What follows belongs to an exercise in optimizing a design on an open flow for small area, a short achievable clock period and few clock cycles; a production flow would make more cautious choices. Where RTL was checked, it was by simulation tests only, not by an equivalence proof against the original. Function not checked in runs 3 and 7: the RTL went through the layout flow alone. Power and IR drop assume default switching activity.

### flow/design.v
`timescale 1ns / 1ps
module zhxpu_core(
	input clk,
	input rst,
	output wire [15:0] imem_addr,
	input [15:0] imem_rdata,
	input imem_ready,
	output wire [15:0] dmem_addr,
	output wire [15:0] dmem_wdata,
	output wire dmem_we,
	output wire dmem_re,
	input [15:0] dmem_rdata,
	input dmem_ready
);
	reg [15:0] pc;           
	reg [15:0] ir;           
	reg ir_sp, ir_ih, ir_ra;  
	reg [7:0] a_sel, b_sel;   
	reg [15:0] gpr [0:7];
	reg [15:0] sp, ih, ra;
	reg t;
	reg [15:0] ex_a, ex_b;   
	reg ex_cin;
	reg ex_and, ex_or, ex_shl, ex_sh, ex_arith;
	reg ex_ld, ex_st, ex_cmp, ex_wr, ex_br;
	reg [3:0] ex_dst;        
	wire ex_mem = ex_ld | ex_st;
	wire hold = !imem_ready || (ex_mem && !dmem_ready);
	wire [15:0] sum;
	zx_add16 u_alu_add(.a(ex_a), .b(ex_b), .cin(ex_cin), .s(sum));
	wire [15:0] add_p = ex_a ^ ex_b;
	wire [15:0] add_k = {ex_a[14:0] | ex_b[14:0], ex_cin};
	wire add_zero = &(add_p ~^ add_k);
	wire [15:0] b_rev;
	genvar gi;
	generate for (gi = 0; gi < 16; gi = gi + 1) begin : g_rev
		assign b_rev[gi] = ex_b[15 - gi];
	end endgenerate
	wire [15:0] sh_in = ex_shl ? b_rev : ex_b;
	wire fill = ex_arith & ex_b[15];
	wire big = |ex_a[15:4];
	wire [15:0] sh1 = ex_a[0] ? {fill, sh_in[15:1]} : sh_in;
	wire [15:0] sh2 = ex_a[1] ? {{2{fill}}, sh1[15:2]} : sh1;
	wire [15:0] sh4 = ex_a[2] ? {{4{fill}}, sh2[15:4]} : sh2;
	wire [15:0] sh8 = ex_a[3] ? {{8{fill}}, sh4[15:8]} : sh4;
	wire [15:0] shr = big ? {16{fill}} : sh8;
	wire [15:0] shr_rev;
	generate for (gi = 0; gi < 16; gi = gi + 1) begin : g_rev2
		assign shr_rev[gi] = shr[15 - gi];
	end endgenerate
	wire ex_add = !(ex_ld | ex_and | ex_or | ex_sh);
	wire [15:0] oth_fast = ({16{ex_and}} & (ex_a & ex_b)) | ({16{ex_or}} & (ex_a | ex_b));
	wire [15:0] oth = oth_fast | ({16{ex_ld}} & dmem_rdata)
		| ({16{ex_sh & ex_shl}} & shr_rev) | ({16{ex_sh & !ex_shl}} & shr);
	wire [15:0] ex_res = ex_add ? sum : oth;
	wire ex_zero = ex_add ? add_zero : ~|oth_fast;
	wire ex_t = !add_zero;   
	assign dmem_addr = ex_a;
	assign dmem_wdata = ex_b;
	assign dmem_we = ex_st;
	assign dmem_re = ex_ld;
	always @(posedge clk) begin
		if (ex_wr) begin
			case (ex_dst)
				4'd8: sp <= ex_res;
				4'd9: ih <= ex_res;
				4'd10: ra <= ex_res;
				default: gpr[ex_dst[2:0]] <= ex_res;
			endcase
		end
		if (ex_cmp) t <= ex_t;
	end
	wire [4:0] op = ir[15:11];
	wire [2:0] rx = ir[10:8];
	wire [2:0] ry = ir[7:5];
	wire [2:0] rz = ir[4:2];
	wire i_addiu  = op == 5'b01001;
	wire i_addiu3 = op == 5'b01000;
	wire g_01100  = op == 5'b01100;
	wire i_addsp  = g_01100 && rx == 3'b011;
	wire i_bteqz  = g_01100 && rx == 3'b000;
	wire i_btnez  = g_01100 && rx == 3'b001;
	wire i_mtsp   = g_01100 && rx == 3'b100;
	wire g_11100  = op == 5'b11100;        
	wire i_subu   = g_11100 && ir[1];
	wire g_11101  = op == 5'b11101;
	wire i_and    = g_11101 && ir[4:0] == 5'b01100;
	wire i_or     = g_11101 && ir[4:0] == 5'b01101;
	wire i_cmp    = g_11101 && ir[4:0] == 5'b01010;
	wire i_srav   = g_11101 && ir[4:0] == 5'b00111;
	wire g_jmp    = g_11101 && ir[4:0] == 5'b00000;
	wire i_mfpc   = g_jmp && ry == 3'b010;
	wire i_jalr   = g_jmp && ry == 3'b110;
	wire i_jrra   = g_jmp && ry == 3'b001;
	wire i_jr     = g_jmp && ry == 3'b000;
	wire i_b      = op == 5'b00010;
	wire i_beqz   = op == 5'b00100;
	wire i_bnez   = op == 5'b00101;
	wire i_li     = op == 5'b01101;
	wire i_move   = op == 5'b01111;
	wire i_lw     = op == 5'b10011;
	wire i_lwsp   = op == 5'b10010;
	wire i_sw     = op == 5'b11011;
	wire i_swsp   = op == 5'b11010;
	wire g_11110  = op == 5'b11110;
	wire i_mfih   = g_11110 && !ir[0];
	wire i_mtih   = g_11110 && ir[0];
	wire g_shift  = op == 5'b00110;        
	wire use_sp = ir_sp;
	wire i_mem = i_lw | i_lwsp | i_sw | i_swsp;
	wire br_jump = i_jr | i_jalr | i_jrra;
	wire d_br = i_b | i_beqz | i_bnez | i_bteqz | i_btnez | br_jump;
	wire ir_spec = ir_sp | ir_ih | ir_ra;
	wire [2:0] b_idx = i_swsp ? rx : ry;
	reg [15:0] a_gpr, b_reg;
	integer ri;
	always @(*) begin
		a_gpr = 16'b0;
		b_reg = 16'b0;
		for (ri = 0; ri < 8; ri = ri + 1) begin
			a_gpr = a_gpr | (gpr[ri] & {16{a_sel[ri]}});
			b_reg = b_reg | (gpr[ri] & {16{b_sel[ri]}});
		end
	end
	wire [15:0] a_reg = ({16{!ir_spec}} & a_gpr) | ({16{ir_sp}} & sp) | ({16{ir_ih}} & ih) | ({16{ir_ra}} & ra);
	wire ex_wr_gpr = ex_wr && !ex_dst[3];
	wire fwd_a = ir_sp ? (ex_wr && ex_dst == 4'd8) :
		ir_ih ? (ex_wr && ex_dst == 4'd9) :
		ir_ra ? (ex_wr && ex_dst == 4'd10) :
		(ex_wr_gpr && ex_dst[2:0] == rx);
	wire fwd_b = ex_wr_gpr && ex_dst[2:0] == b_idx;
	wire [15:0] a_val = fwd_a ? ex_res : a_reg;
	wire [15:0] b_val = fwd_b ? ex_res : b_reg;
	wire t_val = ex_cmp ? ex_t : t;
	wire [15:0] sext8 = {{8{ir[7]}}, ir[7:0]};
	wire [15:0] sext4 = {{12{ir[3]}}, ir[3:0]};
	wire [15:0] sext5 = {{11{ir[4]}}, ir[4:0]};
	wire [15:0] sext11 = {{5{ir[10]}}, ir[10:0]};
	wire [3:0] shamt = (ir[4:2] == 3'b000) ? 4'd8 : {1'b0, ir[4:2]};
	wire br_rel = i_b | i_beqz | i_bnez | i_bteqz | i_btnez;
	wire off5 = i_lw | i_sw;
	wire [7:0] mem_off = off5 ? {{3{ir[4]}}, ir[4:0]} : ir[7:0];
	wire off_neg = off5 ? ir[4] : ir[7];
	wire [8:0] agu_lo = {1'b0, a_reg[7:0]} + {1'b0, mem_off};
	wire [7:0] agu_inc = a_reg[15:8] + 8'd1;
	wire [7:0] agu_dec = a_reg[15:8] - 8'd1;
	wire [7:0] agu_hi = (agu_lo[8] == off_neg) ? a_reg[15:8] : (off_neg ? agu_dec : agu_inc);
	wire [15:0] agu = {agu_hi, agu_lo[7:0]};
	wire [15:0] br_off = i_b ? sext11 : sext8;
	wire [15:0] br_target = pc + br_off;
	wire ex_slow = ex_sh | ex_ld;
	wire stall = fwd_a && (i_mem || ((i_beqz | i_bnez | br_jump) && ex_slow));
	wire a_zero = fwd_a ? ex_zero : (a_reg == 16'b0);
	wire taken = i_b | (i_beqz & a_zero) | (i_bnez & !a_zero)
		| (i_bteqz & !t_val) | (i_btnez & t_val) | br_jump;
	wire [15:0] pc_inc = pc + 16'd1;
	wire [15:0] br_dest = br_jump ? a_val : br_target;
	wire [15:0] pc_next = taken ? br_dest : pc_inc;
	wire i_addu_subu = g_11100;
	wire s1_a = i_addiu | i_addiu3 | i_addsp | g_11100 | i_and | i_or | i_cmp | i_srav
		| i_mfih | i_mtih;
	wire s1_agu = i_mem;
	wire s1_pc = d_br | (i_mfpc & !ex_br);
	wire s1_exa = i_mfpc & ex_br;
	wire s1_sh = g_shift;
	wire s2_b = i_mtsp | (g_11100 & !i_subu) | i_and | i_or | i_srav | g_shift | i_move
		| i_sw | i_swsp;
	wire s2_nb = i_subu | i_cmp;
	wire s2_i8 = i_addiu | i_addsp;
	wire s2_i4 = i_addiu3;
	wire s2_z8 = i_li;
	wire [15:0] op1 = ({16{s1_a}} & a_val) | ({16{s1_agu}} & agu) | ({16{s1_pc}} & pc)
		| ({16{s1_exa}} & ex_a) | ({12'b0, {4{s1_sh}} & shamt});
	wire [15:0] op2 = ({16{s2_b}} & b_val) | ({16{s2_nb}} & ~b_val) | ({16{s2_i8}} & sext8)
		| ({16{s2_i4}} & sext4) | ({8'b0, {8{s2_z8}} & ir[7:0]});
	wire d_cin = s2_nb | s1_exa;
	wire d_and = i_and;
	wire d_or = i_or;
	wire d_sh = i_srav | g_shift;
	wire d_shl = g_shift & !ir[1];
	wire d_arith = i_srav | (g_shift & ir[0]);
	wire d_ld = i_lw | i_lwsp;
	wire d_st = i_sw | i_swsp;
	wire d_cmp = i_cmp;
	wire d_wr = i_addiu | i_addiu3 | i_addsp | i_mtsp | g_11100 | i_and | i_or | i_srav
		| g_shift | i_mfpc | i_jalr | i_li | i_move | i_mfih | i_mtih | i_lw | i_lwsp;
	reg [3:0] d_dst;
	always @(*) begin
		if (i_addsp | i_mtsp) d_dst = 4'd8;
		else if (i_mtih) d_dst = 4'd9;
		else if (i_jalr) d_dst = 4'd10;
		else if (i_addiu3 | i_srav | i_lw) d_dst = {1'b0, ry};
		else if (g_11100) d_dst = {1'b0, rz};
		else d_dst = {1'b0, rx};
	end
	wire [4:0] f_op = imem_rdata[15:11];
	wire f_sp = (f_op == 5'b01100 && imem_rdata[10:8] == 3'b011) || f_op == 5'b10010 || f_op == 5'b11010;
	wire f_ih = f_op == 5'b11110 && !imem_rdata[0];
	wire f_ra = f_op == 5'b11101 && imem_rdata[7:5] == 3'b001 && imem_rdata[4:0] == 5'b00000;
	wire [4:0] fw_op = imem_rdata[15:11];
	wire [2:0] f_bidx = (fw_op == 5'b11010) ? imem_rdata[10:8] : imem_rdata[7:5];
	wire [7:0] f_asel = 8'b1 << imem_rdata[10:8];
	wire [7:0] f_bsel = 8'b1 << f_bidx;
	assign imem_addr = pc;
	always @(posedge clk) begin
		if (!rst) begin
			pc <= 16'b0;
			ir <= 16'b0;
			ir_sp <= 1'b0; ir_ih <= 1'b0; ir_ra <= 1'b0;
		end else if (!hold && !stall) begin
			a_sel <= f_asel;
			b_sel <= f_bsel;
			pc <= pc_next;
			ir <= imem_rdata;
			ir_sp <= f_sp; ir_ih <= f_ih; ir_ra <= f_ra;
		end
	end
	always @(posedge clk) begin
		if (!rst) begin
			ex_ld <= 1'b0; ex_st <= 1'b0; ex_cmp <= 1'b0; ex_wr <= 1'b0;
			ex_br <= 1'b0;
		end else if (!hold) begin
			ex_ld <= d_ld & !stall;
			ex_st <= d_st & !stall;
			ex_cmp <= d_cmp & !stall;
			ex_wr <= d_wr & !stall;
			ex_br <= d_br & !stall;
		end
	end
	always @(posedge clk) begin
		if (!hold) begin
			ex_a <= op1; ex_b <= op2; ex_cin <= d_cin;
			ex_and <= d_and; ex_or <= d_or; ex_shl <= d_shl;
			ex_sh <= d_sh; ex_arith <= d_arith; ex_dst <= d_dst;
		end
	end
endmodule
module zx_add16(
	input [15:0] a,
	input [15:0] b,
	input cin,
	output [15:0] s
);
	wire [15:0] p = a ^ b;
	wire [15:0] g0 = a & b;
	wire [15:0] g = {g0[15:1], g0[0] | (p[0] & cin)};
	wire [15:0] g1, p1, g2, p2, g3, p3, g4, p4;
	genvar i;
	generate for (i = 0; i < 16; i = i + 1) begin : lvl
		if (i % 2 == 1) begin
			assign g1[i] = g[i] | (p[i] & g[i - 1]);
			assign p1[i] = p[i] & p[i - 1];
		end else begin
			assign g1[i] = g[i];
			assign p1[i] = p[i];
		end
		if (i % 4 >= 2) begin
			assign g2[i] = g1[i] | (p1[i] & g1[(i / 4) * 4 + 1]);
			assign p2[i] = p1[i] & p1[(i / 4) * 4 + 1];
		end else begin
			assign g2[i] = g1[i];
			assign p2[i] = p1[i];
		end
		if (i % 8 >= 4) begin
			assign g3[i] = g2[i] | (p2[i] & g2[(i / 8) * 8 + 3]);
			assign p3[i] = p2[i] & p2[(i / 8) * 8 + 3];
		end else begin
			assign g3[i] = g2[i];
			assign p3[i] = p2[i];
		end
		if (i >= 8) begin
			assign g4[i] = g3[i] | (p3[i] & g3[7]);
			assign p4[i] = p3[i] & p3[7];
		end else begin
			assign g4[i] = g3[i];
			assign p4[i] = p3[i];
		end
	end endgenerate
	assign s = p ^ {g4[14:0], cin};
endmodule
### flow/flow/run.sh
#!/bin/bash
set -euo pipefail
bash standard.sh "BUFFER_PORTS_ARGS=-buffer_cell sky130_fd_sc_hd__buf_2" SETUP_SLACK_MARGIN=5.5 finish > standard_flow.log 2>&1
### flow/standard.sh
#!/bin/bash
# synth_recipe.tcl (not shown) runs the flow's synth.tcl, then flattens the netlist and writes it again
# the make line also repeats each setting of config.mk as NAME=value (left out here)
make -C /OpenROAD-flow-scripts/flow DESIGN_CONFIG=/design/flow/config.mk WORK_HOME=/design/flow/orfs CLKGATE_MAP_FILE= SYNTH_SCRIPT=/design/flow/synth_recipe.tcl "${@:-finish}"
### flow/config.mk
export PLATFORM = sky130hd
export DESIGN_NAME = zhxpu_core
export DESIGN_NICKNAME = zhxpu_core
export VERILOG_FILES = /design/flow/design.v
export SDC_FILE = /design/flow/constraint.sdc
export NUM_CORES = 4
export LEC_CHECK = 0
export ABC_AREA = 1
export CAP_MARGIN = 20
export CORE_MARGIN = 2
export CORE_UTILIZATION = 60
export CTS_BUF_LIST = sky130_fd_sc_hd__clkbuf_8
export SETUP_SLACK_MARGIN = 5
export SLEW_MARGIN = 20
export TNS_END_PERCENT = 10
### flow/constraint.sdc
create_clock -name core_clock -period 9.0 [get_ports {clk}]
set_input_delay 1.8000 -clock core_clock [delete_from_list [all_inputs] [get_ports {clk}]]
set_output_delay 1.8000 -clock core_clock [all_outputs]
set_load 0.01 [all_outputs]
==> summary.txt, run 1 <==
outcome = complete, no violations
non-filler cells, final = 2755
Remaining DRCs = 0
die extent in y = 176 microns
Fin. Hold Viols = 0
Crit Path Category = reg -> reg
Pwr Density = 170 nW/um^2
Finish-stage setup viols = 0
fin crit period = 3.47 ns
Via Count = 17029
n_diodes = 0
GR Util met2 = 57.6%
clk buf depth = 3
register area = 7850 sq um
Distinct cells, synth = 58
CP peak stage delay = 0.72 ns
fin nets = 2444
fin util = 67.1%
Ys Warns = 1
Clock Sinks = 275
core area = 28900 sq um
Psw = 1070 uW
total grt overflow = 0
area delta synth->final = 9.35%
most used cell, CP = nor2_1
cells along the critical path = inv_1 > nand3_1 > inv_2 > nor3_1 > nand3_1 > o21ai_1 > nand2_1 > nand3_2 > nand3_4 > nand2_1 > nor2_1 > nor2_1 > nor2_1
Cell Area, Synth = 17800 sq um
DP HPWL = 41900 microns
DR WL/cell = 21.4 microns
CP delay by family, top = simple AND/OR/NAND/NOR gates
busiest layer in global routing = met2
initial antenna violation count = 1
sw frac = 32.2%
share of power burned in registers = 46.2%
clock root buffer master = clkbuf_8
via-per-instance ratio = 6.18
most common cell after layout, fill and taps aside = nand2_1
Clk pwr share = 33.3%
DP Cell Count = 2662
synth top area cells = edfxtp_1 40%, nand2_1 16%, nand3_1 6.5%
gpl congestion = 1.00
CTS tree = yes
setup slack after layout = 5.53 ns
largest net degree at the start of global routing = 41
Leak = 0.00856 uW
clock transition time at the flip-flop clock pins of the worst setup and hold paths = 0.07 ns
CP bufs+invs = 2
hold slack = 0.466 ns
combinational share of power = 20.5%
area share of the largest cell type after synthesis = 39.6%
met1 Resource Use GR = 55.2%
Site Rows = 62
met3 Track Usage GR = 7.32%
Clk Latency, worst-skew pair = 0.60 ns
Synth Flop Type = edfxtp_1
crit-path max FO = 22
most area-hungry cell type in the Yosys netlist = edfxtp_1
vias in the first global route = 16003
crit end category = register
Inserted Clock Buffers = 46
max-cap viol count = 0
final wirelength = 58900 microns
area of the multi-input gates = 8700 sq um
initial core utilization = 61.4%
Least-Margin Pin Slew = 1.08 ns
Seq/Total Area, Yosys = 44.2%
RSZ-0062 raised after global routing = true
die width = 176 microns
Peak Freq = 0.288 GHz
Cells after Synth = 2259
critical path's slowest cell = edfxtp_1
share of cells above drive strength 1 = 10.5%
drt first pass iters = 6
Critical Path Source Type = register
pre-CTS setup slack = 4.14 ns
asr flop ratio synth = 0%
Post-Syn Nets = 2366
top library cells by usage in the layout, fill and taps aside = 743 x nand2_1, 234 x edfxtp_1, 225 x nand3_1
CP arrival = 3.97 ns
Top Ports = 86
CTS HTree Levels = 2
P_int = 2240 uW
maximum vdd drop = 0.131 mV
Total Negative Setup Slacks = 0 ns
relative slew slack = 27.8%
Slew Limit Fails = 0
Hold Path Class = reg -> reg
port buffer count = 85
Worst EP required = 9.50 ns
Seq cells post-synth = 275
EDFF count, synth = 234
Layout fillers = 2504
starting DRC count in detailed routing = 2499
final period utilization = 38.5%
GRT Util Overall = 38.1%
Final Skew = 0.0366 ns
Antenna Violating Nets Remaining = 0
die area = 31000 sq um
first-pass GRT wire length = 90100 microns
average size of a mapped cell = 7.86 sq um
[flip-flops by register name (all words and copies together) (netlist names), 4 cells and up]
register  cells
ih           16
b_sel         8
a_sel         8
ra           16
ir           16
gpr         128
ex_dst        4
ex_b         16
ex_a         16
sp           16
pc           16
[layout make-up]
class	count	share of cell area, %
repair inverters	2	0.0644
repair buffers	117	3.58
well taps	384	2.47
flip-flops and latches	275	40.4
inverters	198	3.95
clock buffers	50	3.54
multi-input cells	1697	44.8
clock inverters	32	1.14
[final timing paths]
| path | from | end | slack (ns) | cells past startpoint |
|---|---|---|---|---|
| worst min-delay path | ir_ra | ir_ra | 0.47 | 2 |
| worst max-delay path | ex_and | pc[5] | 5.53 | 13 |
| worst max register to register | ex_and | pc[5] | 5.53 | 13 |
| worst min register to register | ir_ra | ir_ra | 0.47 | 2 |
[cell usage after synthesis (all sizes together) (22+ instances only)]
| master | number |
|---|---|
| nand2 | 752 |
| edfxtp | 234 |
| nand3 | 233 |
| inv | 193 |
| nor2 | 174 |
| a21oi | 118 |
| o21ai | 115 |
| ha | 63 |
| buf | 55 |
| dfxtp | 41 |
| nand4 | 38 |
| clkbuf | 34 |
| nor3 | 34 |
| xor2 | 28 |
| o211ai | 22 |
[logic make-up (layout without fill, tap and decap cells)]
group,Yosys count,count (layout),share of synthesized area (%)
flops,275,275,44.2
compound gates,336,336,11.2
fa+ha+maj,71,71,5.34
simple gates,1250,1250,29.9
xor+xnor,40,40,1.97
buf+inv,287,399,7.38
[tightest hold or removal path, cell delays in order, from the launching register on]
cell     delay, ns
dfxtp_1       0.31
nand2_1       0.06
a21oi_1       0.05
[through the flow]
| step | cell area (sq um) | power [uW] |
|---|---|---|
| after CTS | 19300 | 3270 |
| after floorplan | 17800 | 1980 |
| after global placement | 18300 | 2170 |
| after detailed placement | 18300 | 2190 |
| after global routing | 19400 | 3430 |
| final | 19400 | 3310 |
[power groups by stage]
stage                     registers (uW)  logic [uW]  clock network, uW
after floorplan                     1520         458                  0
after global placement              1550         623                  0
after CTS                           1520         652               1100
final                               1530         678               1100
after global routing                1530         743               1160
after detailed placement            1550         634                  0
[what timing repair did]
| action | CTS | global route |
|---|---|---|
| hold buffers | 0 | 0 |
| gates cloned | 1 | 1 |
| hold endpoints to repair | 0 | 0 |
| gates resized for setup | 9 | 24 |
| buffers inserted | 8 | 1 |
| pin swaps | 3 | 1 |
| endpoints found under the setup margin | 250 | 68 |
[metal layers]
metal,share of wire [%],wire (microns)
met5,0,0
met4,3.5,2050
met3,13,7510
met2,44,25800
met1,40,23600
Testbench counts, summed over its fixed seeds: cycles 41,488.
==> run 2, diff against run 1 <==
--- a/flow/config.mk
+++ b/flow/config.mk
@@ -10,3 +10,3 @@
 export CORE_MARGIN = 2
-export CORE_UTILIZATION = 60
+export CORE_UTILIZATION = 50
 export CTS_BUF_LIST = sky130_fd_sc_hd__clkbuf_8
==> run 2 against run 1 <==
Against the previous run:
- register-to-register slack got worse by 0.09 ns
- global-route usage decreased by 4.3 points
- final cell count increased by 3.2%
- non-clock buffer count increased by 8
- combinational power increased by 0.7%
- synthesized cell count unchanged
- count of clock-buffer cells in the layout increased by 1
- via count decreased by 1.1%
- routed wire length increased by 5.4%
- clock skew increased by 0.0037 ns
- worst hold slack improved by 0.024 ns
- critical path type unchanged
- critical endpoint is now pc[11]
- largest cell class unchanged
- largest power group unchanged
==> summary.txt, run 2 <==
fin crit period = 3.56 ns (+0.0894 ns)
DP HPWL = 44300 microns (+5.8%)
die extent in y = 192 microns (+9.3%)
fin util = 55.4% (-12 points)
Cells after Synth = 2259 (unchanged)
total grt overflow = 0 (unchanged)
Finish-stage setup viols = 0 (unchanged)
count leader, synth = nand2_1
crit-path max FO = 22 (unchanged)
outcome = complete, no violations
clk buf depth = 3 (unchanged)
drt first pass iters = 5 (-1)
CP peak stage delay = 0.77 ns (+0.05 ns)
Site Rows = 69 (+11%)
Fin. Hold Viols = 0 (unchanged)
CP arrival = 4.13 ns (+0.16 ns)
vias in the first global route = 15506 (-3.1%)
most frequent cells after synthesis = 745 x nand2_1, 234 x edfxtp_1, 230 x nand3_1
Post-Syn Nets = 2366 (unchanged)
largest net degree at the start of global routing = 43 (+4.9%)
max reg flops = 128 (unchanged)
register area = 7850 sq um (about the same)
EDFF count, synth = 234 (unchanged)
CTS tree = yes
asr flop ratio synth = 0% (unchanged)
area delta synth->final = 10.2%
Ys Warns = 1 (unchanged)
Top Ports = 86 (unchanged)
Antenna Violating Nets Remaining = 0 (unchanged)
final wirelength = 62100 microns (+5.4%)
Cell Area, Synth = 17800 sq um (unchanged)
area of the multi-input gates = 8670 sq um (-0.34%)
DR WL/cell = 21.9 microns (+2.1%)
Synth Flop Type = edfxtp_1
share of cells above drive strength 1 = 10.7% (+0.21 points)
Pwr Density = 172 nW/um^2 (+0.94%)
clock transition time at the flip-flop clock pins of the worst setup and hold paths = 0.06 ns (about the same)
Seq/Total Area, Yosys = 44.2% (unchanged)
die width = 192 microns (+9.3%)
Clock Sinks = 275 (unchanged)
Slew Limit Fails = 0 (unchanged)
setup slack after layout = 5.44 ns (-0.0894 ns)
initial antenna violation count = 1 (unchanged)
Total Negative Setup Slacks = 0 ns (unchanged)
clock root buffer master = clkbuf_8
CP bufs+invs = 2 (unchanged)
average size of a mapped cell = 7.86 sq um (unchanged)
Hold Path Class = reg -> reg
synth top area cells = edfxtp_1 40%, nand2_1 16%, nand3_1 6.5%
area share of the largest cell type after synthesis = 39.6% (unchanged)
critical path's slowest cell = edfxtp_1
Peak Freq = 0.281 GHz (-2.5%)
top library cells by usage in the layout, fill and taps aside = 745 x nand2_1, 234 x edfxtp_1, 226 x nand3_1
Remaining DRCs = 0 (unchanged)
via-per-instance ratio = 5.92 (-4.2%)
CTS HTree Levels = 2 (unchanged)
final period utilization = 39.5% (+0.99 points)
CP delay by family, top = simple AND/OR/NAND/NOR gates
GRT Util Overall = 33.9% (-4.3 points)
core area = 35300 sq um (+22%)
RSZ-0062 raised after global routing = true
starting DRC count in detailed routing = 1981 (-21%)
fin nets = 2451 (+0.29%)
Via Count = 16837 (-1.1%)
Critical Path Source Type = register
Seq cells post-synth = 275 (unchanged)
gpl congestion = 0.980 (-2.4%)
Leak = 0.00861 uW (+0.59%)
Clk Latency, worst-skew pair = 0.64 ns (+0.04 ns)
relative slew slack = 36.0% (+8.3 points)
max-cap viol count = 0 (unchanged)
Crit Path Category = reg -> reg
Least-Margin Pin Slew = 0.960 ns (-0.120 ns)
most common cell after layout, fill and taps aside = nand2_1
Inserted Clock Buffers = 47 (+2.2%)
Distinct cells, synth = 58 (unchanged)
most area-hungry cell type in the Yosys netlist = edfxtp_1
Layout fillers = 3357 (+34%)
pre-CTS setup slack = 4.36 ns (+0.216 ns)
Final Skew = 0.0403 ns (+0.00367 ns)
maximum vdd drop = 0.104 mV (-20%)
cells along the critical path = inv_1 > nand3_1 > inv_2 > nor3_1 > nand3_1 > o21ai_1 > nand2_1 > nand3_2 > nand3_4 > o21ai_0 > nor2_1 > nor2_1
Worst EP required = 9.57 ns (+0.07 ns)
initial core utilization = 50.3% (-11 points)
die area = 37000 sq um (+20%)
crit end category = register
first-pass GRT wire length = 93100 microns (+3.4%)
port buffer count = 85 (unchanged)
[run 2: routing by layer]
| metal | vias up | global-route usage (%) | routed length [microns] | share of wire, % |
|---|---|---|---|---|
| li1 | 7839 | - | - | - |
| met1 | 7982 | 50.6 | 27600 | 44 |
| met2 | 888 | 49.6 | 26300 | 42 |
| met3 | 128 | 4.82 | 6200 | 10 |
| met4 | 0 | 12.9 | 2110 | 3.4 |
| met5 | - | 0 | 0 | 0 |
[run 2: kinds of logic after synthesis]
| family | share of synthesized area [%] |
|---|---|
| simple gates | 29.9 |
| compound gates | 11.2 |
| buf+inv | 7.38 |
| flops | 44.2 |
| fa+ha+maj | 5.34 |
| xor+xnor | 1.97 |
[run 2: worst reg2reg max path, cell delays in order, from the launching register on]
cell and delay, ns:
edfxtp_1 0.77, inv_1 0.34, nand3_1 0.34, inv_2 0.26
nor3_1 0.20, nand3_1 0.16, o21ai_1 0.26, nand2_1 0.20
nand3_2 0.30, nand3_4 0.29, o21ai_0 0.27, nor2_1 0.06
nor2_1 0.08
[run 2: final timing paths]
path / start / cells past startpoint / to / slack [ns]
max: ex_and / 12 / pc[11] / 5.44
min: t / 2 / t / 0.49
max reg2reg: ex_and / 12 / pc[11] / 5.44
min reg2reg: t / 2 / t / 0.49
[run 2: layout make-up]
cell class / instances / area share [%]
inverter: 198 / 3.95
multi-input combinational: 1697 / 44.3
tap: 461 / 2.95
clock buffer: 51 / 3.59
sequential: 275 / 40.1
clock inverter: 35 / 1.23
antenna: 1 / 0.0128
timing repair buffer: 125 / 3.83
[run 2: timing repair]
item,in CTS,in global routing
setup buffers,10,0
hold buffers,0,0
setup endpoints to repair,195,64
resized for setup,8,15
pin swaps,3,0
cloned,0,0
[run 2: power breakdown]
group | switching, uW | total, uW | internal (uW)
Clock | 542 | 1150 | 613
Combinational | 470 | 683 | 214
Sequential | 74.5 | 1520 | 1450
Total | 1090 | 3360 | 2280
[run 2: metrics by stage]
stage	hold slack [ns]	total power [uW]	cells	cell area [sq um]
floorplan	0.441	1980	2259	17800
finish	0.490	3360	2843	19600
global route	0.516	3510	2842	19600
global placement	0.457	2200	2746	18500
CTS	0.483	3360	2842	19500
detailed placement	0.467	2200	2746	18500
==> run 3, diff against run 2 <==
--- a/flow/design.v
+++ b/flow/design.v
@@ -55,2 +55,3 @@
 	wire [15:0] ex_res = ex_add ? sum : oth;
+	wire [15:0] ex_jres = ex_add ? sum : oth_fast;
 	wire ex_zero = ex_add ? add_zero : ~|oth_fast;
@@ -156,3 +157,4 @@
 	wire [15:0] pc_inc = pc + 16'd1;
-	wire [15:0] br_dest = br_jump ? a_val : br_target;
+	wire [15:0] a_jmp = fwd_a ? ex_jres : a_reg;
+	wire [15:0] br_dest = br_jump ? a_jmp : br_target;
 	wire [15:0] pc_next = taken ? br_dest : pc_inc;
--- a/flow/config.mk
+++ b/flow/config.mk
@@ -10,3 +10,3 @@
 export CORE_MARGIN = 2
-export CORE_UTILIZATION = 50
+export CORE_UTILIZATION = 60
 export CTS_BUF_LIST = sky130_fd_sc_hd__clkbuf_8
==> run 3 against run 2 <==
Against the previous run:
- still clean
- routed wire length rose by 5.4%
- sequential share of layout area fell by 1.2 points
- via count rose by 8.3%
- maximum frequency rose by 2.5%
- sequential cell count did not move
- total power rose by 1.3%
- synthesized cell count rose by 6.6%
- count of clock-buffer cells in the layout fell by 6
- die area fell by 14%
- worst hold slack got worse by 0.0057 ns
- critical path type unchanged
- highest routed layer is now met5
==> summary.txt, run 3 <==
fin nets = 2610 (+6.5%)
worst reg2reg path depth = 12 (unchanged)
CP arrival = 3.81 ns (-0.32 ns)
fin crit period = 3.47 ns (-0.0859 ns)
GRT Util Overall = 41.1% (+7.3 points)
die width = 178 microns (-7.4%)
die extent in y = 178 microns (-7.4%)
first-pass GRT wire length = 97200 microns (+4.3%)
CTS tree = yes
port buffer count = 85 (unchanged)
Layout fillers = 2456 (-27%)
vias in the first global route = 16869 (+8.8%)
die area = 31700 sq um (-14%)
Hold-fix buffers, CTS = 0 (unchanged)
Clock Sinks = 275 (unchanged)
count leader, synth = nand2_1
average size of a mapped cell = 7.55 sq um (-3.9%)
via-per-instance ratio = 6.23 (+5.2%)
relative slew slack = 33.6% (-2.5 points)
final instance area = 20200 sq um (+3.2%)
Cells after Synth = 2409 (+6.6%)
Placed Area = 18900 sq um (+2.6%)
Hold Path Class = reg -> reg
final wirelength = 65500 microns (+5.4%)
starting DRC count in detailed routing = 2426 (+22%)
max-cap viol count = 0 (unchanged)
DP HPWL = 47400 microns (+6.9%)
Slew Limit Fails = 0 (unchanged)
Top Ports = 86 (unchanged)
drt first pass iters = 8 (+3)
total grt overflow = 0 (unchanged)
Total Negative Setup Slacks = 0 ns (unchanged)
Final Skew = 0.0277 ns (-0.0126 ns)
Clk Latency, worst-skew pair = 0.60 ns (-0.04 ns)
Via Count = 18239 (+8.3%)
Seq cells post-synth = 275 (unchanged)
clock transition time at the flip-flop clock pins of the worst setup and hold paths = 0.06 ns (about the same)
most area-hungry cell type in the Yosys netlist = edfxtp_1
Pwr Density = 169 nW/um^2 (-1.8%)
reg-to-reg startpoint = ex_b[9]
EDFF count, synth = 234 (unchanged)
synth top area cells = edfxtp_1 39%, nand2_1 18%, nand3_1 4.6%
CTS HTree Levels = 2 (unchanged)
Reg-to-Reg End = ex_b[1]
Least-Margin Pin Slew = 0.995 ns (+0.0357 ns)
Worst EP required = 9.33 ns (-0.24 ns)
most common cell after layout, fill and taps aside = nand2_1
Distinct cells, synth = 54 (-6.9%)
max reg flops = 128 (unchanged)
gpl congestion = 1.03 (+5.0%)
Antenna Violating Nets Remaining = 0 (unchanged)
outcome = complete, no violations
Leak = 0.00932 uW (+8.2%)
area share of the largest cell type after synthesis = 38.6% (-0.95 points)
Post-Syn Nets = 2516 (+6.3%)
crit end category = register
Inserted Clock Buffers = 44 (-6.4%)
Setup crit start = ex_b[9]
Crit Path Category = reg -> reg
Site Rows = 63 (-8.7%)
Ys Warns = 1 (unchanged)
Finish-stage setup viols = 0 (unchanged)
top library cells by usage in the layout, fill and taps aside = 871 x nand2_1, 234 x edfxtp_1, 227 x inv_1
Fin. Hold Viols = 0 (unchanged)
core area = 29700 sq um (-16%)
Peak Freq = 0.288 GHz (+2.5%)
Cell Area, Synth = 18200 sq um (+2.5%)
r2r setup slk = 5.53 ns (+0.09 ns)
Seq/Total Area, Yosys = 43.1% (-1.1 points)
DR WL/cell = 22.4 microns (+2.3%)
area delta synth->final = 10.9%
Synth Flop Type = edfxtp_1
share of cells above drive strength 1 = 11.0% (+0.33 points)
most frequent cells after synthesis = 877 x nand2_1, 234 x edfxtp_1, 213 x inv_1
CP Capture Point = ex_b[1]
initial antenna violation count = 1 (unchanged)
clk buf depth = 3 (unchanged)
initial core utilization = 61.2% (+11 points)
hold slack = 0.484 ns (-0.00567 ns)
crit-path max FO = 13 (-41%)
Critical Path Source Type = register
Remaining DRCs = 0 (unchanged)
maximum vdd drop = 0.140 mV (+34%)
largest net degree at the start of global routing = 46 (+7.0%)
final period utilization = 38.6% (-0.95 points)
RSZ-0062 raised after global routing = true
asr flop ratio synth = 0% (unchanged)
clock root buffer master = clkbuf_8
==> run 3: stage by stage <==
stage               setup slack [ns]  std cells  utilization [%]  total power [uW]
CTS                             5.44       2907             67.0              3340
floorplan                       5.49       2409                -              2030
global placement                4.92       2821             63.8              2290
global route                    5.37       2927             67.9              3530
detailed placement              4.86       2821             63.8              2300
finish                          5.53       2928             67.9              3410
==> run 3: what timing repair did <==
item,CTS,global route
gates cloned,1,3
setup buffers,5,17
resized for setup,21,28
pin swaps,2,4
endpoints found under the setup margin,228,102
==> run 3: worst min path at each step <==
stage                     from  to  slack [ns]  cells after the start
after floorplan              t   t        0.44                      2
after global placement       t   t        0.46                      2
after detailed placement     t   t        0.46                      2
after CTS                    t   t        0.47                      2
after global routing         t   t        0.49                      2
final                        t   t        0.48                      2
==> run 3: layout make-up <==
type / instances / area, sq um / share of cell area [%]
Multi-Input combinational cell: 1823 / 9310 / 46.1
Sequential cell: 275 / 7860 / 38.9
Inverter: 223 / 848 / 4.20
Timing Repair Buffer: 134 / 830 / 4.11
Clock buffer: 45 / 619 / 3.07
Tap cell: 390 / 488 / 2.42
Clock inverter: 35 / 223 / 1.10
Timing Repair inverter: 2 / 10.0 / 0.0496
Antenna cell: 1 / 2.50 / 0.0124
==> run 3: power by group <==
part	leakage, uW	switching (uW)	total, uW	internal (uW)
logic	0.00632	557	813	256
registers	0.00252	81.3	1540	1450
clock network	0.000484	529	1060	530
total	0.00932	1170	3410	2240
==> run 3: layer usage <==
| metal | vias to the layer above | GRT usage (%) | routed length, microns |
|---|---|---|---|
| li1 | 8284 | - | - |
| met1 | 8340 | 54.8 | 24500 |
| met2 | 1370 | 63.1 | 28500 |
| met3 | 243 | 10.0 | 8940 |
| met4 | 2 | 19.7 | 3510 |
| met5 | - | 0 | 13 |
==> run 3: cell families (layout without fill, tap and decap cells) <==
group | count (synthesis) | after routing | synth area share [%]
AND/OR/NAND/NOR | 1352 | 1354 | 31.2
AO/OA/AOI/OAI | 352 | 352 | 11.2
buffers and inverters | 313 | 439 | 6.96
flip-flops | 275 | 275 | 43.1
adder cells (fa/ha/maj) | 71 | 71 | 5.21
XOR/XNOR | 41 | 41 | 1.97
multiplexers | 5 | 5 | 0.275
other | 0 | 1 | 0
==> run 3: worst max-delay path, cell delays in order (launching register included) <==
cell	delay [ns]
edfxtp_1	0.61
inv_1	0.14
o21ai_0	0.58
mux2i_1	0.31
or2_2	0.36
nand3_1	0.11
nand3_1	0.09
nand3_1	0.11
nand2_1	0.06
nand3_1	0.52
nand2_1	0.14
nand3_1	0.11
nand3_1	0.08
==> run 4, diff against run 3 <==
--- a/flow/design.v
+++ b/flow/design.v
@@ -55,3 +55,2 @@
 	wire [15:0] ex_res = ex_add ? sum : oth;
-	wire [15:0] ex_jres = ex_add ? sum : oth_fast;
 	wire ex_zero = ex_add ? add_zero : ~|oth_fast;
@@ -157,4 +156,3 @@
 	wire [15:0] pc_inc = pc + 16'd1;
-	wire [15:0] a_jmp = fwd_a ? ex_jres : a_reg;
-	wire [15:0] br_dest = br_jump ? a_jmp : br_target;
+	wire [15:0] br_dest = br_jump ? a_val : br_target;
 	wire [15:0] pc_next = taken ? br_dest : pc_inc;
==> flow/flow/run.sh (replaced) <==
#!/bin/bash
set -euo pipefail
bash standard.sh "BUFFER_PORTS_ARGS=-buffer_cell sky130_fd_sc_hd__buf_2" SETUP_SLACK_MARGIN=5.75 finish > standard_flow.log 2>&1
==> run 4 against run 3 <==
Against the previous run:
- count of clock-buffer cells in the layout rose by 1
- worst hold slack better by 0.015 ns
- design area decreased by 2.5%
- total power is 2.2% lower
- sequential share of layout area increased by 0.94 points
- setup slack improved by 0.14 ns
- register-to-register slack better by 0.14 ns
- synthesized cell count is 6.2% lower
- critical path type unchanged
==> summary.txt, run 4 <==
Site Rows = 62 (-1.6%)
P_int = 2270 uW (+1.4%)
crit-path max FO = 22 (+9)
initial antenna violation count = 1 (unchanged)
final instance area = 19700 sq um (-2.5%)
share of cells above drive strength 1 = 12.1% (+1.1 points)
share of power burned in registers = 45.6% (+0.5 points)
most common cell after layout, fill and taps aside = nand2_1
vias in the first global route = 16087 (-4.6%)
combinational share of power = 21.0% (-2.9 points)
Final Skew = 0.0519 ns (+0.0242 ns)
EDFF count, synth = 234 (unchanged)
DR WL/cell = 21.4 microns (-4.3%)
CP arrival = 3.81 ns (about the same)
Top Ports = 86 (unchanged)
clock transition time at the flip-flop clock pins of the worst setup and hold paths = 0.07 ns (about the same)
drt first pass iters = 8 (unchanged)
CTS HTree Levels = 2 (unchanged)
final period utilization = 37.1% (-1.5 points)
Ys Warns = 1 (unchanged)
Slew Limit Fails = 0 (unchanged)
Finish-stage setup viols = 0 (unchanged)
r2r setup slk = 5.66 ns (+0.14 ns)
RSZ-0062 raised after global routing = true
max reg flops = 128 (unchanged)
Clock Sinks = 275 (unchanged)
Peak Freq = 0.300 GHz (+4.1%)
clk buf depth = 3 (unchanged)
Seq/Total Area, Yosys = 44.2% (+1.1 points)
gpl congestion = 1.01 (-2.2%)
Crit Path Category = reg -> reg
Hold Path Class = reg -> reg
Remaining DRCs = 0 (unchanged)
port buffer count = 85 (unchanged)
most frequent cells after synthesis = 745 x nand2_1, 234 x edfxtp_1, 230 x nand3_1
Cell Area, Synth = 17800 sq um (-2.4%)
die area = 31000 sq um (-2.4%)
initial core utilization = 61.4% (+0.14 points)
Worst EP required = 9.48 ns (+0.15 ns)
pre-CTS setup slack = 4.25 ns (-0.609 ns)
Least-Margin Pin Slew = 1.04 ns (+0.0458 ns)
largest net degree at the start of global routing = 41 (-11%)
core area = 28900 sq um (-2.6%)
most area-hungry cell type in the Yosys netlist = edfxtp_1
setup slack after layout = 5.66 ns (+0.135 ns)
total grt overflow = 0 (unchanged)
Distinct cells, synth = 58 (+7.4%)
asr flop ratio synth = 0% (unchanged)
Clk Latency, worst-skew pair = 0.59 ns (about the same)
Cells after Synth = 2259 (-6.2%)
Antenna Violating Nets Remaining = 0 (unchanged)
Placed Area = 18400 sq um (-3.1%)
hold slack = 0.499 ns (+0.0149 ns)
synth top area cells = edfxtp_1 40%, nand2_1 16%, nand3_1 6.5%
relative slew slack = 30.6% (-3.0 points)
sw frac = 31.8% (-2.4 points)
Total Negative Setup Slacks = 0 ns (unchanged)
fin nets = 2469 (-5.4%)
crit end category = register
Inserted Clock Buffers = 45 (+2.3%)
max-cap viol count = 0 (unchanged)
die width = 176 microns (-1.2%)
average size of a mapped cell = 7.86 sq um (+4.1%)
clock root buffer master = clkbuf_8
area delta synth->final = 10.9% (about the same)
maximum vdd drop = 0.131 mV (-6.6%)
Psw = 1060 uW (-9.1%)
via-per-instance ratio = 6.21 (-0.27%)
area share of the largest cell type after synthesis = 39.6% (+0.95 points)
outcome = complete, no violations
Leak = 0.00870 uW (-6.6%)
DP HPWL = 42300 microns (-11%)
Synth Flop Type = edfxtp_1
starting DRC count in detailed routing = 2377 (-2.0%)
fin crit period = 3.34 ns (-0.135 ns)
top library cells by usage in the layout, fill and taps aside = 740 x nand2_1, 234 x edfxtp_1, 222 x nand3_1
Via Count = 17251 (-5.4%)
die extent in y = 176 microns (-1.2%)
Critical Path Source Type = register
first-pass GRT wire length = 91200 microns (-6.1%)
GRT Util Overall = 38.6% (-2.5 points)
Post-Syn Nets = 2366 (-6.0%)
Seq cells post-synth = 275 (unchanged)
Pwr Density = 169 nW/um^2 (+0.25%)
CTS tree = yes
Fin. Hold Viols = 0 (unchanged)
Clk pwr share = 33.4% (+2.3 points)
final wirelength = 59400 microns (-9.3%)
count leader, synth = nand2_1
==> run 4: changes by cell type in the layout (fill, tap and decap cells not counted), sizes merged, moves of 10 or more <==
| cell | delta |
|---|---|
| nand4 | -17 |
| inv | -30 |
| nand3 | +63 |
| or2 | -10 |
| nand2 | -131 |
| a21oi | -24 |
| o21ai | +15 |
==> run 4: power groups by stage <==
stage	sequential (uW)	combinational, uW	clock, uW
after global routing	1520	769	1170
after CTS	1520	673	1110
after global placement	1550	631	0
after floorplan	1520	459	0
after detailed placement	1550	639	0
final	1520	699	1110
==> run 4: layout make-up <==
cell class                 instances  area [sq um]
multi-input combinational       1697          8760
timing repair buffer             143           913
antenna                            1          2.50
fill                            2508          9250
timing repair inverter             2          12.5
clock buffer                      46           633
clock inverter                    31           264
sequential                       275          7850
inverter                         198           772
tap                              384           480
==> run 4: per-stage QoR <==
step / util, % / cells / power (uW)
floorplan: - / 2259 / 1980
global placement: 63.4 / 2665 / 2180
detailed placement: 63.4 / 2665 / 2190
CTS: 67.8 / 2772 / 3300
global route: 68.0 / 2776 / 3460
finish: 68.0 / 2777 / 3330
==> run 4: worst paths after layout <==
kind,startpoint,to,depth (start not counted)
setup / recovery,ex_or,pc[6],14
hold / removal,ex_cmp,ex_cmp,2
setup reg to reg,ex_or,pc[6],14
hold reg to reg,ex_cmp,ex_cmp,2
==> run 4: timing repair <==
item                                    in CTS  in global routing
pin swaps                                    4                  2
setup buffers                               28                  4
resized for setup                           39                 13
endpoints found under the setup margin     254                 78
gates cloned                                 2                  0
hold buffers                                 0                  0
==> run 4: worst max-delay path, stage by stage, from the launching register on <==
cell and delay (ns):
edfxtp_1 0.38, inv_1 0.52, nand3_1 0.39, inv_2 0.44
nor3_1 0.12, nand3_1 0.11, o21ai_1 0.20, nand2_1 0.17
nand2_1 0.08, nand2_2 0.20, nand3_4 0.27, nand2_1 0.16
nor2_1 0.05, nor2_1 0.09, nor2_1 0.05
==> run 4: metal layers <==
metal	vias to the layer above	part of all wire [%]	GRT usage (%)
met3	180	12	6.85
met1	8076	41	56.0
li1	7893	-	-
met4	0	4.2	15.2
met5	-	0	0
met2	1102	43	57.6
==> run 4: kinds of logic after synthesis <==
| group | Yosys count | synth area share, % |
|---|---|---|
| AO/OA/AOI/OAI | 336 | 11.2 |
| flip-flops | 275 | 44.2 |
| AND/OR/NAND/NOR | 1250 | 29.9 |
| adder cells (fa/ha/maj) | 71 | 5.34 |
| buffers and inverters | 287 | 7.38 |
| XOR/XNOR | 40 | 1.97 |
Testbench counts of run 4, summed over its fixed seeds: cycles 41,488.
==> run 5, diff against run 4 <==
==> flow/flow/run.sh (replaced) <==
#!/bin/bash
set -euo pipefail
bash standard.sh "BUFFER_PORTS_ARGS=-buffer_cell sky130_fd_sc_hd__buf_2" SETUP_SLACK_MARGIN=6.5 finish > standard_flow.log 2>&1
==> run 5 against run 4 <==
Against the previous run:
- utilization grew 8.3 points
- setup slack gained 0.14 ns
- maximum frequency up 4.3%
- total power increased by 7.1%
- global-route usage up 2.5 points
- area after synthesis stayed put
- register-to-register slack gained 0.14 ns
==> summary.txt, run 5 <==
via-per-instance ratio = 6.31 (+1.6%)
die width = 176 microns (unchanged)
RSZ-0062 raised after global routing = true
Seq/Total Area, Yosys = 44.2% (unchanged)
first-pass GRT wire length = 96200 microns (+5.5%)
starting DRC count in detailed routing = 2894 (+22%)
fin util = 76.3% (+8.3 points)
most area-hungry cell type in the Yosys netlist = edfxtp_1
worst reg2reg path depth = 21 (+7)
Via Count = 18540 (+7.5%)
synth top area cells = edfxtp_1 40%, nand2_1 16%, nand3_1 6.5%
Leak = 0.00973 uW (+12%)
crit end category = register
Slew Limit Fails = 0 (unchanged)
clk buf depth = 3 (unchanged)
CP Capture Point = ex_a[11]
Top Ports = 86 (unchanged)
total grt overflow = 0 (unchanged)
Total Negative Setup Slacks = 0 ns (unchanged)
n_diodes = 0 (-1)
Distinct cells, synth = 58 (unchanged)
area delta synth->final = 24.4%
Pwr Density = 162 nW/um^2 (-4.5%)
Reg-to-Reg End = ex_a[11]
Worst EP required = 9.31 ns (-0.17 ns)
r2r setup slk = 5.80 ns (+0.14 ns)
area share of the largest cell type after synthesis = 39.6% (unchanged)
clock transition time at the flip-flop clock pins of the worst setup and hold paths = 0.06 ns (about the same)
initial core utilization = 61.4% (unchanged)
largest net degree at the start of global routing = 41 (unchanged)
Peak Freq = 0.312 GHz (+4.3%)
share of cells above drive strength 1 = 23.6% (+11 points)
average size of a mapped cell = 7.86 sq um (unchanged)
DP HPWL = 42700 microns (+0.93%)
top library cells by usage in the layout, fill and taps aside = 700 x nand2_1, 234 x edfxtp_1, 201 x nand3_1
drt first pass iters = 7 (-1)
core area = 28900 sq um (unchanged)
GRT Util Overall = 41.0% (+2.5 points)
Placed Area = 18300 sq um (-0.20%)
Clock Sinks = 275 (unchanged)
Crit Path Category = reg -> reg
crit-path max FO = 5 (-77%)
Critical Path Source Type = register
Clk Latency, worst-skew pair = 0.63 ns (+0.04 ns)
Finish-stage setup viols = 0 (unchanged)
most used cell, CP = nand2_1
Fin. Hold Viols = 0 (unchanged)
Site Rows = 62 (unchanged)
outcome = complete, no violations
die area = 31000 sq um (unchanged)
Antenna Violating Nets Remaining = 0 (unchanged)
CP peak stage delay = 0.48 ns (-0.04 ns)
critical path's slowest cell = edfxtp_1
clock root buffer master = clkbuf_8
port buffer count = 85 (unchanged)
Post-Syn Nets = 2366 (unchanged)
most frequent cells after synthesis = 745 x nand2_1, 234 x edfxtp_1, 230 x nand3_1
fin nets = 2622 (+6.2%)
Cells after Synth = 2259 (unchanged)
Least-Margin Pin Slew = 1.07 ns (+0.0276 ns)
fin crit period = 3.20 ns (-0.137 ns)
Seq cells post-synth = 275 (unchanged)
Synth Flop Type = edfxtp_1
Setup crit start = a_sel[5]
Hold Path Class = reg -> reg
CP arrival = 3.51 ns (-0.30 ns)
final wirelength = 66600 microns (+12%)
DR WL/cell = 22.7 microns (+6.0%)
Ys Warns = 1 (unchanged)
most common cell after layout, fill and taps aside = nand2_1
pre-CTS setup slack = 4.24 ns (-0.0106 ns)
CTS HTree Levels = 2 (unchanged)
setup slack after layout = 5.80 ns (+0.137 ns)
reg-to-reg startpoint = a_sel[5]
vias in the first global route = 16641 (+3.4%)
final instance area = 22100 sq um (+12%)
CTS tree = yes
Inserted Clock Buffers = 46 (+2.2%)
max reg flops = 128 (unchanged)
EDFF count, synth = 234 (unchanged)
cells along the critical path = buf_4 > nand2_1 > nand2_1 > nor2_1 > nand2_1 > nand2_1 > nand2_2 > ha_4 > inv_2 > fa_2 > inv_2 > nand3_2 > nand2_2 > nand2_2 > o311ai_4 > nand2_1 > clkinv_2 > nor2_4 > clkinvlp_4 > o211ai_1 > nand3_1
Cell Area, Synth = 17800 sq um (unchanged)
relative slew slack = 28.5% (-2.1 points)
Remaining DRCs = 0 (unchanged)
gpl congestion = 0.988 (-1.8%)
final period utilization = 35.6% (-1.5 points)
asr flop ratio synth = 0% (unchanged)
Final Skew = 0.0581 ns (+0.00626 ns)
maximum vdd drop = 0.167 mV (+28%)
initial antenna violation count = 1 (unchanged)
die extent in y = 176 microns (unchanged)
count leader, synth = nand2_1
max-cap viol count = 0 (unchanged)
run 5: how the worst min path moves through the flow:
stage / cells past startpoint / end / slack (ns) / startpoint
final: 2 / ex_cmp / 0.52 / ex_cmp
after global routing: 2 / ex_cmp / 0.54 / ex_cmp
after CTS: 2 / t / 0.50 / ex_cmp
after detailed placement: 2 / t / 0.47 / t
after global placement: 2 / t / 0.46 / t
after floorplan: 2 / t / 0.44 / t
run 5: final cells by class:
class | instances | area, sq um
multi-input combinational | 1702 | 9640
sequential | 275 | 7900
fill | 2078 | 6850
timing repair buffer | 288 | 2290
inverter | 198 | 828
clock buffer | 47 | 647
tap | 384 | 480
clock inverter | 39 | 283
timing repair inverter | 4 | 21.3
run 5: per-layer routing:
metal | global-route usage (%) | wire length, microns | vias up
li1 | - | - | 8208
met1 | 58.5 | 24700 | 8523
met2 | 61.7 | 28600 | 1506
met3 | 7.62 | 9640 | 301
met4 | 17.6 | 3570 | 2
met5 | 0 | 12 | -
run 5: metrics by stage:
stage,total power [uW],instances,hold slack (ns)
floorplan,1980,2259,0.441
global placement,2190,2660,0.456
detailed placement,2200,2660,0.470
CTS,3430,2846,0.505
global route,3680,2937,0.542
finish,3570,2937,0.523
run 5: report_power, final:
group | switching (uW) | internal [uW]
Combinational | 579 | 344
Clock | 542 | 587
Sequential | 67.7 | 1450
Total | 1190 | 2380
run 5: repair_timing:
| item | 4_1_cts | 5_1_grt |
|---|---|---|
| endpoints found under the setup margin | 365 | 394 |
| hold endpoints to repair | 0 | 0 |
| buffers inserted | 91 | 87 |
| cloned | 9 | 3 |
| hold buffers | 0 | 0 |
| gates resized for setup | 225 | 123 |
| pin swaps | 65 | 54 |
run 5: logic make-up after synthesis:
group,synth area share (%)
compound gates,11.2
flops,44.2
xor+xnor,1.97
fa+ha+maj,5.34
buf+inv,7.38
simple gates,29.9
run 5: worst max-delay path, delay by kind of cell, from the launching register on:
kind            cells  cell delay, ns
simple gates       12            1.11
buf+inv             5            0.55
flops               1            0.48
compound gates      2            0.42
fa+ha+maj           2            0.37
==> run 6, diff against run 5 <==
==> flow/flow/run.sh (replaced) <==
#!/bin/bash
set -euo pipefail
bash standard.sh "BUFFER_PORTS_ARGS=-buffer_cell sky130_fd_sc_hd__buf_2" SETUP_SLACK_MARGIN=6.25 finish > standard_flow.log 2>&1
==> run 6 against run 5 <==
Against the previous run:
- sequential power is essentially flat
- die area unchanged
- global-route usage down 0.70 points
- clock skew decreased by 0.012 ns
- maximum frequency down 4.8%
- critical path type unchanged
- largest cell class unchanged
==> summary.txt, run 6 <==
Site Rows = 62 (unchanged)
P_int = 2310 uW (-3.1%)
Via Count = 18173 (-2.0%)
drt first pass iters = 10 (+3)
clock transition time at the flip-flop clock pins of the worst setup and hold paths = 0.06 ns (about the same)
port buffer count = 85 (unchanged)
Worst EP required = 9.30 ns (about the same)
max reg flops = 128 (unchanged)
count leader, synth = nand2_1
final wirelength = 64100 microns (-3.7%)
most area-hungry cell type in the Yosys netlist = edfxtp_1
area share of and/or/nand/nor cells after synthesis = 29.9% (unchanged)
Setup crit start = a_sel[7]
Pwr Density = 160 nW/um^2 (-1.2%)
Ys Warns = 1 (unchanged)
Hold Path Class = reg -> reg
area delta synth->final = 21.6%
crit end category = register
CP arrival = 3.66 ns (+0.15 ns)
starting DRC count in detailed routing = 2927 (+1.1%)
clock root buffer master = clkbuf_8
Final Skew = 0.0465 ns (-0.0116 ns)
CTS HTree Levels = 2 (unchanged)
non-filler cells, final = 2908 (-0.99%)
register area = 7870 sq um (-0.36%)
Final Power = 3450 uW (-3.4%)
max-cap viol count = 0 (unchanged)
clk buf depth = 3 (unchanged)
Distinct cells, synth = 58 (unchanged)
gpl congestion = 1.04 (+5.2%)
Clock Sinks = 275 (unchanged)
Seq cells post-synth = 275 (unchanged)
Fin. Hold Viols = 0 (unchanged)
combinational share of power = 25.2% (-0.7 points)
HP Start = ex_cmp
XOR/XNOR Fraction of Synth Area = 1.97% (unchanged)
total grt overflow = 0 (unchanged)
crit-path max FO = 5 (unchanged)
synth top area cells = edfxtp_1 40%, nand2_1 16%, nand3_1 6.5%
worst reg2reg path depth = 22 (+4.8%)
vias in the first global route = 16856 (+1.3%)
area of the multi-input gates = 9540 sq um (-1.0%)
Cells after Synth = 2259 (unchanged)
GRT Util Overall = 40.3% (-0.70 points)
r2r setup slk = 5.64 ns (-0.16 ns)
Peak Freq = 0.298 GHz (-4.8%)
core area = 28900 sq um (unchanged)
Psw = 1140 uW (-4.0%)
sw frac = 33.1% (-0.20 points)
Least-Margin Pin Slew = 0.976 ns (-0.0931 ns)
CTS tree = yes
DR WL/cell = 22.0 microns (-2.7%)
share of cells above drive strength 1 = 22.0% (-1.6 points)
Seq/Total Area, Yosys = 44.2% (unchanged)
Post-Syn Nets = 2366 (unchanged)
area share of the largest cell type after synthesis = 39.6% (unchanged)
Finish-stage setup viols = 0 (unchanged)
Synth Area in Compound Gates = 11.2% (unchanged)
largest family of logic cells by synthesized area = simple AND/OR/NAND/NOR gates
initial core utilization = 61.4% (unchanged)
average size of a mapped cell = 7.86 sq um (unchanged)
Total Negative Setup Slacks = 0 ns (unchanged)
mux share of post-synthesis cell area = 0% (unchanged)
die extent in y = 176 microns (unchanged)
most common cell after layout, fill and taps aside = nand2_1
relative slew slack = 34.9% (+6.4 points)
Hold Path Sink = ex_cmp
Antenna Violating Nets Remaining = 0 (unchanged)
Remaining DRCs = 0 (unchanged)
DP Cell Count = 2657 (-0.11%)
Inserted Clock Buffers = 45 (-2.2%)
DP HPWL = 42400 microns (-0.80%)
fin nets = 2601 (-0.80%)
top library cells by usage in the layout, fill and taps aside = 698 x nand2_1, 234 x edfxtp_1, 207 x nand3_1
worst hold stages = 2 (unchanged)
Critical Path Source Type = register
most frequent cells after synthesis = 745 x nand2_1, 234 x edfxtp_1, 230 x nand3_1
Clk pwr share = 30.6% (-1.0 points)
Top Ports = 86 (unchanged)
Leak = 0.00956 uW (-1.8%)
EDFF count, synth = 234 (unchanged)
largest net degree at the start of global routing = 41 (unchanged)
Slew Limit Fails = 0 (unchanged)
via-per-instance ratio = 6.25 (-1.0%)
fin crit period = 3.36 ns (+0.161 ns)
Layout fillers = 2196 (+5.7%)
reg-to-reg startpoint = a_sel[7]
fin util = 74.7% (-1.7 points)
post-synthesis adder-cell area fraction = 5.34% (unchanged)
Reg-to-Reg End = ex_a[10]
share of power burned in registers = 44.1% (+1.6 points)
first-pass GRT wire length = 95700 microns (-0.49%)
Placed Area = 18300 sq um (-0.12%)
asr flop ratio synth = 0% (unchanged)
Clk Latency, worst-skew pair = 0.61 ns (-0.02 ns)
Crit Path Category = reg -> reg
Synth Flop Type = edfxtp_1
die area = 31000 sq um (unchanged)
maximum vdd drop = 0.140 mV (-17%)
initial antenna violation count = 0 (-1)
final instance area = 21600 sq um (-2.2%)
Hold-fix buffers, CTS = 0 (unchanged)
final period utilization = 37.3% (+1.8 points)
RSZ-0062 raised after global routing = true
outcome = complete, no violations
Cell Area, Synth = 17800 sq um (unchanged)
die width = 176 microns (unchanged)
-- run 6: cell counts after synthesis --
No cell type changed its count.
-- run 6: worst max path at each step --
stage	slack (ns)	end	cells past startpoint
detailed placement	4.24	b_sel[2]	7
global route	5.35	ex_a[10]	22
global placement	4.35	b_sel[1]	7
finish	5.64	ex_a[10]	22
CTS	5.82	imem_addr[10]	1
floorplan	5.60	a_sel[0]	7
-- run 6: area by class of cell --
| type | count | area share, % |
|---|---|---|
| diodes | 1 | 0.0116 |
| clock buffers | 46 | 2.93 |
| clock inverters | 30 | 0.962 |
| inverters | 198 | 3.77 |
| multi-input cells | 1701 | 44.2 |
| flip-flops and latches | 275 | 36.4 |
| well taps | 384 | 2.22 |
| repair buffers | 270 | 9.40 |
| repair inverters | 3 | 0.0927 |
-- run 6: per-layer routing --
layer | GRT usage (%) | vias to the layer above | part of all wire [%]
met4 | 18.1 | 0 | 5.1
met3 | 7.97 | 271 | 14
met5 | 0 | - | 0
met1 | 57.7 | 8364 | 38
met2 | 59.6 | 1391 | 43
li1 | - | 8147 | -
-- run 6: repair_timing --
item | 4_1_cts | 5_1_grt
endpoints found under the setup margin | 357 | 281
gates cloned | 6 | 3
pin swaps | 39 | 51
setup buffers | 91 | 74
gates resized for setup | 166 | 131
-- run 6: worst max-delay path, cell delays in order, from the launching register on --
cell	delay (ns)
edfxtp_1	0.50
buf_6	0.17
buf_6	0.11
nand2_4	0.05
nand2_2	0.05
nor2_2	0.11
nand2_1	0.08
nand2_1	0.08
nand2_2	0.11
ha_4	0.20
inv_2	0.05
fa_2	0.18
inv_2	0.05
nand3_2	0.06
nand2_2	0.08
nand2_2	0.10
o311ai_4	0.10
nand2_1	0.11
clkinv_2	0.09
nor2_4	0.15
clkinvlp_4	0.16
o211ai_1	0.33
o2111ai_1	0.16
-- run 6: power by group through the flow --
stage	clock network (uW)	logic (uW)	registers, uW
6_report	1060	870	1520
3_3_place_gp	0	622	1560
5_1_grt	1110	938	1520
3_5_place_dp	0	630	1560
2_1_floorplan	0	459	1520
4_1_cts	1060	748	1520
-- run 6: kinds of logic after synthesis --
group,count (synthesis)
AO/OA/AOI/OAI,336
flip-flops,275
XOR/XNOR,40
AND/OR/NAND/NOR,1250
adder cells (fa/ha/maj),71
buffers and inverters,287
-- run 6: stage by stage --
step	hold WS, ns	setup WS (ns)
after floorplan	0.441	5.60
after global placement	0.454	4.35
after detailed placement	0.473	4.24
after CTS	0.486	5.82
after global routing	0.504	5.35
final	0.488	5.64
==> run 7, diff against run 6 <==
--- a/flow/design.v
+++ b/flow/design.v
@@ -23,3 +23,3 @@
 	reg ex_cin;
-	reg ex_and, ex_or, ex_shl, ex_sh, ex_arith;
+	reg ex_add, ex_and, ex_or, ex_shl, ex_shr, ex_sh, ex_arith;
 	reg ex_ld, ex_st, ex_cmp, ex_wr, ex_br;
@@ -50,6 +50,5 @@
 	end endgenerate
-	wire ex_add = !(ex_ld | ex_and | ex_or | ex_sh);
 	wire [15:0] oth_fast = ({16{ex_and}} & (ex_a & ex_b)) | ({16{ex_or}} & (ex_a | ex_b));
 	wire [15:0] oth = oth_fast | ({16{ex_ld}} & dmem_rdata)
-		| ({16{ex_sh & ex_shl}} & shr_rev) | ({16{ex_sh & !ex_shl}} & shr);
+		| ({16{ex_shl}} & shr_rev) | ({16{ex_shr}} & shr);
 	wire [15:0] ex_res = ex_add ? sum : oth;
@@ -232,2 +231,4 @@
 			ex_a <= op1; ex_b <= op2; ex_cin <= d_cin;
+			ex_add <= !(d_ld | d_and | d_or | d_sh);
+			ex_shr <= d_sh & !d_shl;
 			ex_and <= d_and; ex_or <= d_or; ex_shl <= d_shl;
==> flow/flow/run.sh (replaced) <==
#!/bin/bash
set -euo pipefail
bash standard.sh "BUFFER_PORTS_ARGS=-buffer_cell sky130_fd_sc_hd__buf_2" SETUP_SLACK_MARGIN=5.5 finish > standard_flow.log 2>&1
==> run 7 against run 6 <==
Against the previous run:
- area after synthesis is 2.9% higher
- maximum frequency shrank 3.6%
- die area rose by 2.8%
- synthesized cell count is 4.7% higher
- via count is 2.4% lower
- highest routed layer unchanged
==> summary.txt, run 7 <==
Crit Path Category = reg -> reg
Inserted Clock Buffers = 45 (unchanged)
pre-CTS setup slack = 4.57 ns (+0.330 ns)
most common cell after layout, fill and taps aside = nand2_1
Layout fillers = 2572 (+17%)
Seq cells post-synth = 277 (+0.73%)
clk buf depth = 3 (unchanged)
Top Ports = 86 (unchanged)
Worst EP required = 9.24 ns (-0.06 ns)
most frequent cells after synthesis = 788 x nand2_1, 236 x edfxtp_1, 233 x nand3_1
synth top area cells = edfxtp_1 39%, nand2_1 16%, nand3_1 6.4%
DP Cell Count = 2774 (+4.4%)
max reg flops = 128 (unchanged)
hold slack = 0.518 ns (+0.0305 ns)
die area = 31900 sq um (+2.8%)
CP arrival = 3.73 ns (+0.07 ns)
Slew Limit Fails = 0 (unchanged)
Total Negative Setup Slacks = 0 ns (unchanged)
worst hold stages = 2 (unchanged)
reg-to-reg startpoint = ir[2]
area delta synth->final = 9.32%
count leader, synth = nand2_1
share of power burned in registers = 44.7% (+0.6 points)
RSZ-0062 raised after global routing = true
Pwr Density = 177 nW/um^2 (+11%)
area of the multi-input gates = 9030 sq um (-5.4%)
sw frac = 32.9% (-0.18 points)
max-cap viol count = 0 (unchanged)
CTS HTree Levels = 2 (unchanged)
cells along the critical path = inv_1 > nand2_1 > nor2_1 > nand3_2 > nand3b_4 > nand2_4 > inv_4 > nand2_1 > o21ai_1 > nand2_2 > a21oi_4 > buf_16 > nand2_4 > clkinvlp_4
CP peak stage delay = 0.55 ns (+0.05 ns)
combinational share of power = 22.5% (-2.7 points)
Fin. Hold Viols = 0 (unchanged)
via-per-instance ratio = 6.19 (-1.0%)
top library cells by usage in the layout, fill and taps aside = 788 x nand2_1, 236 x edfxtp_1, 232 x nand3_1
port buffer count = 85 (unchanged)
starting DRC count in detailed routing = 2499 (-15%)
setup slack after layout = 5.51 ns (-0.126 ns)
worst reg2reg path depth = 14 (-36%)
EDFF count, synth = 236 (+0.85%)
Reg-to-Reg End = a_sel[1]
Post-Syn Nets = 2472 (+4.5%)
Remaining DRCs = 0 (unchanged)
DR WL/cell = 21.5 microns (-2.5%)
initial core utilization = 61.3% (about the same)
outcome = complete, no violations
area share of the largest cell type after synthesis = 38.8% (-0.78 points)
register area = 7910 sq um (+0.51%)
fin nets = 2550 (-2.0%)
initial antenna violation count = 0 (unchanged)
Final Skew = 0.0254 ns (-0.0212 ns)
Critical Path Source Type = register
clock root buffer master = clkbuf_8
Cells after Synth = 2365 (+4.7%)
final instance area = 20000 sq um (-7.5%)
n_diodes = 0 (-1)
fin crit period = 3.49 ns (+0.126 ns)
die width = 179 microns (+1.4%)
Clk Latency, worst-skew pair = 0.58 ns (-0.03 ns)
Cell Area, Synth = 18300 sq um (+2.9%)
Placed Area = 18800 sq um (+2.8%)
non-filler cells, final = 2868 (-1.4%)
crit end category = register
HP Start = t
critical path's slowest cell = dfxtp_1
crit-path max FO = 26 (+21)
Distinct cells, synth = 64 (+10%)
largest net degree at the start of global routing = 51 (+24%)
Psw = 1160 uW (+1.8%)
Hold Path Class = reg -> reg
Seq/Total Area, Yosys = 43.3% (-0.91 points)
run 7: cell count changes in the layout (fill, tap and decap cells not counted), moves of 14 or more:
| cell | change |
|---|---|
| buf_4 | -126 |
| nand2_1 | +90 |
| nor2_1 | +49 |
| inv_1 | +33 |
| nand2_2 | -30 |
| nand3_1 | +25 |
| buf_6 | -19 |
| o21ai_0 | +18 |
| nand3_4 | -16 |
| ha_1 | +14 |
run 7: worst max-delay path by stage:
stage | startpoint | end | slack, ns | cells past startpoint
after floorplan | dmem_ready | a_sel[0] | 5.39 | 7
final | ir[2] | a_sel[1] | 5.51 | 14
after CTS | dmem_ready | ir[11] | 5.18 | 9
after detailed placement | dmem_ready | ir[3] | 4.57 | 9
after global routing | ir[2] | a_sel[0] | 5.38 | 15
after global placement | dmem_ready | b_sel[0] | 4.67 | 8
run 7: timing repair:
action,CTS,global route
gates resized for setup,8,22
buffers inserted,6,4
endpoints found under the setup margin,173,54
gates cloned,0,1
pin swaps,2,3
run 7: per-layer routing:
| metal | up-vias | track usage [%] | wire [microns] |
|---|---|---|---|
| li1 | 8131 | - | - |
| met1 | 8215 | 56.6 | 24400 |
| met2 | 1217 | 58.3 | 26600 |
| met3 | 181 | 6.67 | 8000 |
| met4 | 0 | 15.9 | 2640 |
| met5 | - | 0 | 0 |
run 7: power by group through the flow:
stage	Combinational [uW]	Clock, uW	Sequential, uW
2_1_floorplan	536	0	1560
3_3_place_gp	743	0	1600
3_5_place_dp	754	0	1600
4_1_cts	769	1160	1570
5_1_grt	878	1210	1580
6_report	796	1160	1580
run 7: worst max-delay path, delay by kind of cell (launching register included):
family                 cells  cell delay, ns
buffers and inverters      4            1.03
and+or+nand+nor            8            1.00
DFF                        1            0.55
AOI/OAI and AO/OA          2            0.54
run 7: final cells by class:
cell class	instances	share of cell area [%]
well taps	390	2.44
inverters	216	4.13
repair buffers	123	3.86
flip-flops and latches	277	39.6
clock inverters	35	1.50
clock buffers	47	3.24
multi-input cells	1780	45.2
run 7: metrics by stage:
stage          power (uW)  util [%]
3_3_place_gp         2340      63.2
6_report             3530      67.0
3_5_place_dp         2360      63.2
2_1_floorplan        2100         -
4_1_cts              3500      66.6
5_1_grt              3670      67.0
run 7: kinds of logic (layout without fill, tap and decap cells):
| family | count (synthesis) | in the layout | share of synthesized area, % |
|---|---|---|---|
| AOI/OAI and AO/OA | 333 | 334 | 10.9 |
| xor gates and xnor gates | 37 | 37 | 1.77 |
| adders and majority gates | 71 | 71 | 5.19 |
| buffers and inverters | 309 | 421 | 7.79 |
| DFF | 277 | 277 | 43.3 |
| and+or+nand+nor | 1338 | 1338 | 31.0 |

Check on run 7: ideal ports give 5.513 ns setup slack; a clkbuf_16 on the clock port and buf_2 on the inputs give 5.513 ns; moving port delays by the midpoint clock arrival (0.621 ns) as well gives 5.018 ns.
